This design comes from an exercise in tuning for small area and a short achievable clock period on the open sky130 flow, not from production work.
Where RTL was checked, it was by simulation tests only, not by an equivalence proof against the original.
No activity file was given, so power comes from the tool's default toggle rates.

==> flow/design.v <==
`timescale 1ns / 1ps
module ALU(
	input wire [15:0] A,
	input wire [15:0] B,
	input wire [3:0] op,
	output wire [3:0] s0,
	output wire c4,
	output wire [3:0] s1_0, s1_1, s2_0, s2_1, s3_0, s3_1,
	output wire c8_0, c8_1, c12_0, c12_1,
	output wire [15:0] logic_res,
	output wire neq
);
	function [4:0] cla4(input [3:0] p, input [3:0] g, input c);
		reg c1, c2, c3, c4;
		begin
			c1 = g[0] | (p[0] & c);
			c2 = g[1] | (p[1] & g[0]) | (p[1] & p[0] & c);
			c3 = g[2] | (p[2] & g[1]) | (p[2] & p[1] & g[0]) | (p[2] & p[1] & p[0] & c);
			c4 = g[3] | (p[3] & g[2]) | (p[3] & p[2] & g[1]) | (p[3] & p[2] & p[1] & g[0])
			     | (p[3] & p[2] & p[1] & p[0] & c);
			cla4 = {c4, p ^ {c3, c2, c1, c}};
		end
	endfunction
	wire sub = op[2];
	wire [15:0] x = A ^ {16{sub}};
	wire [15:0] p = B ^ x;
	wire [15:0] g = B & x;
	wire c16_0, c16_1;
	assign {c4, s0} = cla4(p[3:0], g[3:0], sub);
	assign {c8_0, s1_0} = cla4(p[7:4], g[7:4], 1'b0);
	assign {c8_1, s1_1} = cla4(p[7:4], g[7:4], 1'b1);
	assign {c12_0, s2_0} = cla4(p[11:8], g[11:8], 1'b0);
	assign {c12_1, s2_1} = cla4(p[11:8], g[11:8], 1'b1);
	assign {c16_0, s3_0} = cla4(p[15:12], g[15:12], 1'b0);
	assign {c16_1, s3_1} = cla4(p[15:12], g[15:12], 1'b1);
	assign logic_res = op[0] ? (B | A) : (B & A);
	assign neq = ~&p;
endmodule
`timescale 1ns / 1ps
module program_counter(
	input wire [15:0] pc,
	input wire [15:0] instruction,
	input wire step,
	input wire clr,
	output wire [15:0] d_nt,
	output wire [15:0] d_br
);
	wire [15:0] pc_inc = pc + 16'd1;
	wire is_j = (instruction[15:12] == 4'd15);
	wire [15:0] nt = is_j ? {pc_inc[15:12], instruction[11:0]} : pc_inc;
	assign d_nt = clr ? 16'd0 : step ? nt : pc;
	wire [4:0] imm1 = {instruction[3], instruction[3:0]} + 5'd1;
	assign d_br = pc + {{11{imm1[4]}}, imm1};
endmodule
`timescale 1ns / 1ps
module register_file(
	input wire [255:0] R,
	input wire [3:0] addr,
	output wire [15:0] data
);
	assign data = R[16*addr +: 16];
endmodule
`timescale 1ns / 1ps
module microprocessor(
	input wire clk,
	input wire clr,
	input wire step,
	input wire [15:0] instruction,
	output wire [15:0] pc_out,
	output reg wb_en,
	output reg [3:0] wb_addr,
	output wire [15:0] wb_data,
	output reg st_en,
	output reg [1:0] st_addr,
	output reg [15:0] st_data
);
	wire [3:0] op = instruction[15:12];
	wire [3:0] ra = instruction[11:8];
	wire [3:0] rb = instruction[7:4];
	wire [3:0] rc = instruction[3:0];
	reg [255:0] R;           
	reg [63:0] M;            
	reg [3:0] q_s0, q_s1_0, q_s1_1, q_s2_0, q_s2_1, q_s3_0, q_s3_1;
	reg q_c4, q_c8_0, q_c8_1, q_c12_0, q_c12_1;
	reg [15:0] q_logic;
	reg q_log, q_sum, q_slt, q_taken;
	reg [3:0] q_lsel;        
	reg [15:0] pc_nt, pc_br;
	genvar gi;
	wire c8 = q_c8_0 | (q_c8_1 & q_c4);
	wire c12 = q_c12_0 | (q_c12_1 & c8);
	wire [15:0] sum = {c12 ? q_s3_1 : q_s3_0, c8 ? q_s2_1 : q_s2_0,
	                   q_c4 ? q_s1_1 : q_s1_0, q_s0};
	wire [15:0] res = ({16{q_lsel[0]}} & M[15:0]) | ({16{q_lsel[1]}} & M[31:16]) |
	                  ({16{q_lsel[2]}} & M[47:32]) | ({16{q_lsel[3]}} & M[63:48]) |
	                  ({16{q_log}} & q_logic) | ({16{q_sum}} & sum) |
	                  {15'd0, q_slt & sum[15]};
	assign wb_data = res;
	wire [15:0] pc = q_taken ? pc_br : pc_nt;
	assign pc_out = pc;
	wire [15:0] r_wdata = res & {16{~clr}};
	generate
		for (gi = 0; gi < 16; gi = gi + 1) begin : rf
			wire en = clr | (wb_en & (wb_addr == gi));
			always @(posedge clk)
				if (en) R[16*gi +: 16] <= r_wdata;
		end
	endgenerate
	wire [63:0] m_init = {16'd0, 16'd5, 16'd22, 16'd1};
	generate
		for (gi = 0; gi < 4; gi = gi + 1) begin : dm
			wire en = clr | (st_en & (st_addr == gi));
			always @(posedge clk)
				if (en) M[16*gi +: 16] <= clr ? m_init[16*gi +: 16] : st_data;
		end
	endgenerate
	wire [15:0] Ar, Br;
	register_file read_a (.R(R), .addr(ra), .data(Ar));
	register_file read_b (.R(R), .addr(rb), .data(Br));
	wire [15:0] A = (wb_en && wb_addr == ra) ? res : Ar;
	wire [15:0] B = (wb_en && wb_addr == rb) ? res : Br;
	wire [3:0] s0, s1_0, s1_1, s2_0, s2_1, s3_0, s3_1;
	wire c4, c8_0, c8_1, c12_0, c12_1, neq;
	wire [15:0] logic_res;
	ALU alu0 (.A(A), .B(B), .op(op), .s0(s0), .c4(c4), .s1_0(s1_0), .s1_1(s1_1),
	          .s2_0(s2_0), .s2_1(s2_1), .s3_0(s3_0), .s3_1(s3_1), .c8_0(c8_0), .c8_1(c8_1),
	          .c12_0(c12_0), .c12_1(c12_1), .logic_res(logic_res), .neq(neq));
	wire is_lw = (op == 4'd8);
	wire wr = step & ((op[3:1] == 3'b000) | (op == 4'd2) | (op[3:1] == 3'b011) | is_lw);
	wire st = step & (op == 4'd10);
	wire [1:0] maddr = B[1:0] + rc[1:0];
	wire [15:0] d_nt, d_br;
	program_counter pc0 (.pc(pc), .instruction(instruction), .step(step), .clr(clr),
	                     .d_nt(d_nt), .d_br(d_br));
	always @(posedge clk) begin
		if (clr) begin
			wb_en <= 1'b0;
			st_en <= 1'b0;
			q_taken <= 1'b0;
		end else begin
			wb_en <= wr;
			st_en <= st;
			q_taken <= step & (op == 4'd14) & neq;
		end
		pc_nt <= d_nt;
		pc_br <= d_br;
		q_s0 <= s0;
		q_c4 <= c4;
		q_s1_0 <= s1_0;
		q_s1_1 <= s1_1;
		q_c8_0 <= c8_0;
		q_c8_1 <= c8_1;
		q_s2_0 <= s2_0;
		q_s2_1 <= s2_1;
		q_c12_0 <= c12_0;
		q_c12_1 <= c12_1;
		q_s3_0 <= s3_0;
		q_s3_1 <= s3_1;
		q_logic <= logic_res;
		q_log <= (op[3:1] == 3'b000);
		q_sum <= (op == 4'd2) | (op == 4'd6);
		q_slt <= (op == 4'd7);
		q_lsel <= {4{is_lw}} & (4'b0001 << maddr);
		wb_addr <= is_lw ? rb : rc;
		st_addr <= maddr;
		st_data <= B;
	end
endmodule
Settings: LEC_CHECK=0, CAP_MARGIN=20, CORE_MARGIN=2, CORE_UTILIZATION=40, CTS_CLUSTER_DIAMETER=80, CTS_CLUSTER_SIZE=20, SETUP_SLACK_MARGIN=5, SLEW_MARGIN=20, SYNTH_HIERARCHICAL=1; clock period 10.5 ns.
standard.sh (not shown) runs the stock make flow with config.mk's settings and CLKGATE_MAP_FILE= SYNTH_SCRIPT=/design/flow/synth_recipe.tcl, a recipe that flattens the netlist after the stock synthesis.
==> flow/flow/run.sh <==
#!/bin/bash
# Own layout flow: the standard flow (standard.sh, the standard synthesis
# script and ORFS) with a few extra ORFS settings:
#  - the port buffers are sky130_fd_sc_hd__buf_4 instead of the resizer's default
#    choice (a slow delay cell);
#  - repair_timing aims for a larger setup margin.
# Each step's full output goes to a log file in the work folder.
set -euo pipefail
W=$(pwd)
X=("BUFFER_PORTS_ARGS=-buffer_cell sky130_fd_sc_hd__buf_4")
if [[ -f flow/extra.txt ]]; then
  while IFS= read -r line; do
    [[ -z "$line" || "$line" == \#* ]] && continue
    X+=("$line")
  done < flow/extra.txt
fi
printf '%s\n' "${X[@]}" > "$W/flow_settings.log"
bash standard.sh "${X[@]}" synth > "$W/flow_synth.log" 2>&1
bash standard.sh "${X[@]}" finish > "$W/flow_layout.log" 2>&1
test -f out/final.def
==> flow/flow/extra.txt <==
SETUP_SLACK_MARGIN=6.2
TNS_END_PERCENT=100
Rerun with:
--- a/flow/design.v
+++ b/flow/design.v
@@ -35,5 +35,5 @@
 	assign {c16_1, s3_1} = cla4(p[15:12], g[15:12], 1'b1);
 	assign logic_res = op[0] ? (B | A) : (B & A);
-	assign neq = ~&p;
+	assign neq = (B != A);
 endmodule
 `timescale 1ns / 1ps
The new run produced a clean layout.
Total power went up by about 0.6%.
First-iteration DRC count increases by about 14%.
Count of clock-buffer cells in the layout goes down by 1.
Setup slack gains 55 ps.
Utilization is lower by 0.11 points.
Clock power is about the same.
Fmax rises by about 1.3%.
Via count grows by about 2%.
Only the layout flow was run in the second run of this note; the RTL was not checked for function there.


Setup of P:
// microprocessor: RTL as listed in full above, without the edits since
Settings: LEC_CHECK=0, CAP_MARGIN=20, CORE_MARGIN=2, CORE_UTILIZATION=40, CTS_CLUSTER_DIAMETER=80, CTS_CLUSTER_SIZE=20, PLACE_DENSITY=0.75, SETUP_SLACK_MARGIN=5, SLEW_MARGIN=20, SYNTH_HIERARCHICAL=1; clock period 10.5 ns.
Scripts as last shown in full above: flow/flow/run.sh, flow/flow/extra.txt
Inputs modified between P and Q:
==> flow/design.v, changed modules only <==
module program_counter(
	input wire [15:0] pc,
	input wire [15:0] instruction,
	input wire step,
	input wire clr,
	output wire [15:0] d_nt,
	output wire [15:0] d_br
);
	wire [15:0] pc_inc = pc + 16'd1;
	wire is_j = (instruction[15:12] == 4'd15);
	wire [15:0] nt = is_j ? {pc_inc[15:12], instruction[11:0]} : pc_inc;
	assign d_nt = {16{~clr}} & (step ? nt : pc);
	assign d_br = pc + {{12{instruction[3]}}, instruction[3:0]} + 16'd1;
endmodule
module register_file(
	input wire [255:0] R,
	input wire [3:0] addr,
	input wire [15:0] W,
	input wire fwd,
	output reg [15:0] data
);
	integer j;
	always @* begin
		data = {16{fwd}} & W;
		for (j = 0; j < 4; j = j + 1)
			data = data | ({16{~fwd & (addr[3:2] == j)}} & R[16*(4*j + addr[1:0]) +: 16]);
	end
endmodule
module microprocessor(
	input wire clk,
	input wire clr,
	input wire step,
	input wire [15:0] instruction,
	output wire [15:0] pc_out,
	output reg wb_en,
	output reg [3:0] wb_addr,
	output wire [15:0] wb_data,
	output reg st_en,
	output reg [1:0] st_addr,
	output reg [15:0] st_data
);
	wire [3:0] op = instruction[15:12];
	wire [3:0] ra = instruction[11:8];
	wire [3:0] rb = instruction[7:4];
	wire [3:0] rc = instruction[3:0];
	reg [255:0] R;           
	reg [63:0] M;            
	reg [3:0] q_s0, q_s1_0, q_s1_1, q_s2_0, q_s2_1, q_s3_0, q_s3_1;
	reg q_c4, q_c8_0, q_c8_1, q_c12_0, q_c12_1;
	reg [15:0] q_logic;
	reg q_log, q_sum, q_slt, q_taken;
	reg [3:0] q_lsel;        
	reg [15:0] pc_nt, pc_br;
	genvar gi;
	wire c8 = q_c8_0 | (q_c8_1 & q_c4);
	wire c12 = q_c12_0 | (q_c12_1 & c8);
	wire [15:0] sum = {c12 ? q_s3_1 : q_s3_0, c8 ? q_s2_1 : q_s2_0,
	                   q_c4 ? q_s1_1 : q_s1_0, q_s0};
	wire [15:0] res = ({16{q_lsel[0]}} & M[15:0]) | ({16{q_lsel[1]}} & M[31:16]) |
	                  ({16{q_lsel[2]}} & M[47:32]) | ({16{q_lsel[3]}} & M[63:48]) |
	                  ({16{q_log}} & q_logic) | ({16{q_sum}} & sum) |
	                  {15'd0, q_slt & sum[15]};
	assign wb_data = res;
	wire [15:0] pc = q_taken ? pc_br : pc_nt;
	assign pc_out = pc;
	wire [15:0] r_wdata = res & {16{~clr}};
	generate
		for (gi = 0; gi < 16; gi = gi + 1) begin : rf
			wire en = clr | (wb_en & (wb_addr == gi));
			always @(posedge clk)
				if (en) R[16*gi +: 16] <= r_wdata;
		end
	endgenerate
	wire [63:0] m_init = {16'd0, 16'd5, 16'd22, 16'd1};
	generate
		for (gi = 0; gi < 4; gi = gi + 1) begin : dm
			wire en = clr | (st_en & (st_addr == gi));
			always @(posedge clk)
				if (en) M[16*gi +: 16] <= clr ? m_init[16*gi +: 16] : st_data;
		end
	endgenerate
	wire [15:0] A, B;
	register_file read_a (.R(R), .addr(ra), .W(res), .fwd(wb_en && wb_addr == ra), .data(A));
	register_file read_b (.R(R), .addr(rb), .W(res), .fwd(wb_en && wb_addr == rb), .data(B));
	wire [3:0] s0, s1_0, s1_1, s2_0, s2_1, s3_0, s3_1;
	wire c4, c8_0, c8_1, c12_0, c12_1, neq;
	wire [15:0] logic_res;
	ALU alu0 (.A(A), .B(B), .op(op), .s0(s0), .c4(c4), .s1_0(s1_0), .s1_1(s1_1),
	          .s2_0(s2_0), .s2_1(s2_1), .s3_0(s3_0), .s3_1(s3_1), .c8_0(c8_0), .c8_1(c8_1),
	          .c12_0(c12_0), .c12_1(c12_1), .logic_res(logic_res), .neq(neq));
	wire is_lw = (op == 4'd8);
	wire wr = step & ((op[3:1] == 3'b000) | (op == 4'd2) | (op[3:1] == 3'b011) | is_lw);
	wire st = step & (op == 4'd10);
	wire [1:0] maddr = B[1:0] + rc[1:0];
	wire [15:0] d_nt, d_br;
	program_counter pc0 (.pc(pc), .instruction(instruction), .step(step), .clr(clr),
	                     .d_nt(d_nt), .d_br(d_br));
	always @(posedge clk) begin
		if (clr) begin
			wb_en <= 1'b0;
			st_en <= 1'b0;
			q_taken <= 1'b0;
		end else begin
			wb_en <= wr;
			st_en <= st;
			q_taken <= step & (op == 4'd14) & neq;
		end
		pc_nt <= d_nt;
		pc_br <= d_br;
		q_s0 <= s0;
		q_c4 <= c4;
		q_s1_0 <= s1_0;
		q_s1_1 <= s1_1;
		q_c8_0 <= c8_0;
		q_c8_1 <= c8_1;
		q_s2_0 <= s2_0;
		q_s2_1 <= s2_1;
		q_c12_0 <= c12_0;
		q_c12_1 <= c12_1;
		q_s3_0 <= s3_0;
		q_s3_1 <= s3_1;
		q_logic <= logic_res;
		q_log <= (op[3:1] == 3'b000);
		q_sum <= (op == 4'd2) | (op == 4'd6);
		q_slt <= (op == 4'd7);
		q_lsel <= {4{is_lw}} & (4'b0001 << maddr);
		wb_addr <= is_lw ? rb : rc;
		st_addr <= maddr;
		st_data <= B;
	end
endmodule
[summary]
Q: area growth from synthesis to final layout is 2.8 points higher than what P reported. P has a higher first-iteration DRC count than Q. Compared Q against P; net count after synthesis within noise. Changes observed in Q relative to P: count of mapped cells out of synthesis neither gained nor lost much; synthesized-area fraction occupied by xor and xnor cells went down. Status: relative area of clock buffers and inverters in the final design parity (P, Q). in2reg as the worst setup path category was reported by P, and reg2out by Q.
No functional check of the RTL was part of Q.


Setup of rev 12:
Another version of the RTL of microprocessor (not shown whole).
Size: roughly 1400 cells after synthesis, about 430 flip-flops, ~21000 sq um of cells after synthesis.
==> module ALU, before the edit <==
module ALU(
	input wire [15:0] A,
	input wire [15:0] B,
	input wire [3:0] op,
	output wire [3:0] s0,
	output wire c4,
	output wire [3:0] s1_0, s1_1, s2_0, s2_1, s3_0, s3_1,
	output wire c8_0, c8_1, c12_0, c12_1,
	output wire [15:0] logic_res,
	output wire neq
);
	function [4:0] cla4(input [3:0] p, input [3:0] g, input c);
		reg c1, c2, c3, c4;
		begin
			c1 = g[0] | (p[0] & c);
			c2 = g[1] | (p[1] & g[0]) | (p[1] & p[0] & c);
			c3 = g[2] | (p[2] & g[1]) | (p[2] & p[1] & g[0]) | (p[2] & p[1] & p[0] & c);
			c4 = g[3] | (p[3] & g[2]) | (p[3] & p[2] & g[1]) | (p[3] & p[2] & p[1] & g[0])
			     | (p[3] & p[2] & p[1] & p[0] & c);
			cla4 = {c4, p ^ {c3, c2, c1, c}};
		end
	endfunction
	wire sub = op[2];
	wire [15:0] x = A ^ {16{sub}};
	wire [15:0] p = B ^ x;
	wire [15:0] g = B & x;
	wire c16_0, c16_1;
	assign {c4, s0} = cla4(p[3:0], g[3:0], sub);
	assign {c8_0, s1_0} = cla4(p[7:4], g[7:4], 1'b0);
	assign {c8_1, s1_1} = cla4(p[7:4], g[7:4], 1'b1);
	assign {c12_0, s2_0} = cla4(p[11:8], g[11:8], 1'b0);
	assign {c12_1, s2_1} = cla4(p[11:8], g[11:8], 1'b1);
	assign {c16_0, s3_0} = cla4(p[15:12], g[15:12], 1'b0);
	assign {c16_1, s3_1} = cla4(p[15:12], g[15:12], 1'b1);
	assign logic_res = op[0] ? (B | A) : (B & A);
	assign neq = (B != A);
endmodule
==> module program_counter, before the edit <==
module program_counter(
	input wire [15:0] pc,
	input wire [15:0] instruction,
	input wire step,
	input wire clr,
	output wire [15:0] d_nt,
	output wire [15:0] d_br
);
	wire [15:0] pc_inc = pc + 16'd1;
	wire is_j = (instruction[15:12] == 4'd15);
	assign d_nt = clr ? 16'd0 : !step ? pc :
	              is_j ? {pc_inc[15:12], instruction[11:0]} : pc_inc;
	assign d_br = pc_inc + {{12{instruction[3]}}, instruction[3:0]};
endmodule
export LEC_CHECK = 0
export CAP_MARGIN = 20
export CORE_MARGIN = 2
export CORE_UTILIZATION = 40
export CTS_CLUSTER_DIAMETER = 80
export CTS_CLUSTER_SIZE = 20
export SETUP_SLACK_MARGIN = 5
export SLEW_MARGIN = 20
export SYNTH_HIERARCHICAL = 1
create_clock -name core_clock -period 10.5 [get_ports {clk}]
Scripts as last shown in full above: flow/flow/run.sh, flow/flow/extra.txt
Rev 12 did not stop at any stage, and its layout met the timing, DRC and antenna checks.
The following lists how rev 13 was set up differently from rev 12:
--- a/flow/design.v
+++ b/flow/design.v
@@ -32,11 +32,11 @@
 	assign {c12_0, s2_0} = cla4(p[11:8], g[11:8], 1'b0);
 	assign {c12_1, s2_1} = cla4(p[11:8], g[11:8], 1'b1);
 	assign {c16_0, s3_0} = cla4(p[15:12], g[15:12], 1'b0);
 	assign {c16_1, s3_1} = cla4(p[15:12], g[15:12], 1'b1);
 	assign logic_res = op[0] ? (B | A) : (B & A);
-	assign neq = (B != A);
+	assign neq = ~&p;
 endmodule
 `timescale 1ns / 1ps
 module program_counter(
 	input wire [15:0] pc,
 	input wire [15:0] instruction,
@@ -45,13 +45,13 @@
 	output wire [15:0] d_nt,
 	output wire [15:0] d_br
 );
 	wire [15:0] pc_inc = pc + 16'd1;
 	wire is_j = (instruction[15:12] == 4'd15);
-	assign d_nt = clr ? 16'd0 : !step ? pc :
-	              is_j ? {pc_inc[15:12], instruction[11:0]} : pc_inc;
-	assign d_br = pc_inc + {{12{instruction[3]}}, instruction[3:0]};
+	wire [15:0] nt = is_j ? {pc_inc[15:12], instruction[11:0]} : pc_inc;
+	assign d_nt = {16{~clr}} & (step ? nt : pc);
+	assign d_br = pc + {{12{instruction[3]}}, instruction[3:0]} + 16'd1;
 endmodule
 `timescale 1ns / 1ps
 module register_file(
 	input wire [255:0] R,
 	input wire [3:0] addr,
### Flow results
- Rev 13 against rev 12: final clock period utilization by the worst path higher; wire length higher.
- On clock latency at the later pin of the worst-skew pair, rev 13 tracks rev 12 almost exactly.
- Status: sequential cell area parity (rev 12, rev 13)
- Total power sits lower in rev 13 than in rev 12.
- Looking at fraction of met1 tracks used by global routing across rev 13 and rev 12, the one that comes out higher is rev 13.
- Mean instance size in the synthesized netlist, rev 13 vs rev 12: up by a few percent
- In the metrics for rev 13 and rev 12, the one carrying the higher count of clock-net buffers in the final layout is rev 12.
- Higher post-placement worst setup slack was reported by rev 13, not rev 12.
- Number of iterations in the first detailed-routing pass in rev 13 is 2 higher than in rev 12
- Rev 13 vs rev 12 on register-to-register slack: rev 13 is the higher one.

==> afterwards: timing with drivers on the ports <==
The flow's constraints put no driver on any port. The routed layouts listed below were extracted and timed again, unchanged, in two steps. Step 1 (the two cells are an assumption about what drives the block):
set clk [get_ports {clk}]
set_driving_cell -lib_cell sky130_fd_sc_hd__clkbuf_16 $clk
set_driving_cell -lib_cell sky130_fd_sc_hd__buf_2 [delete_from_list [all_inputs] $clk]
Step 2 times the ports against the registers' clock, not the clock port: input delays grow and output delays shrink by t, the midpoint of the rising clock arrivals with the driver on. Slacks: no drivers / after step 1 / after step 2; pairs: no drivers / after step 1.
run | t, ns | slack for setup (ns) | hold slack, ns | latest minus earliest clock arrival (ns) | worst slew at a driven data input, ns
the first run of note 1 | 0.625 | 6.177 / 6.048 / 5.423 | 0.580 / 0.580 / 0.580 | 0.031 / 0.030 | 0.22
the second run of note 1 | 0.636 | 6.232 / 6.124 / 5.488 | 0.564 / 0.564 / 0.564 | 0.031 / 0.032 | 0.17
P | 0.617 | 6.053 / 5.916 / 5.299 | 0.554 / 0.554 / 0.554 | 0.019 / 0.019 | 0.22
Q | 0.629 | 6.186 / 6.102 / 5.472 | 0.607 / 0.607 / 0.607 | 0.026 / 0.027 | 0.21
rev 12 | 0.641 | 6.254 / 6.142 / 5.500 | 0.574 / 0.574 / 0.574 | 0.017 / 0.017 | 0.20
rev 13 | 0.630 | 6.161 / 6.041 / 5.411 | 0.570 / 0.570 / 0.570 | 0.022 / 0.022 | 0.23
After both steps setup and hold are still met in every run listed.
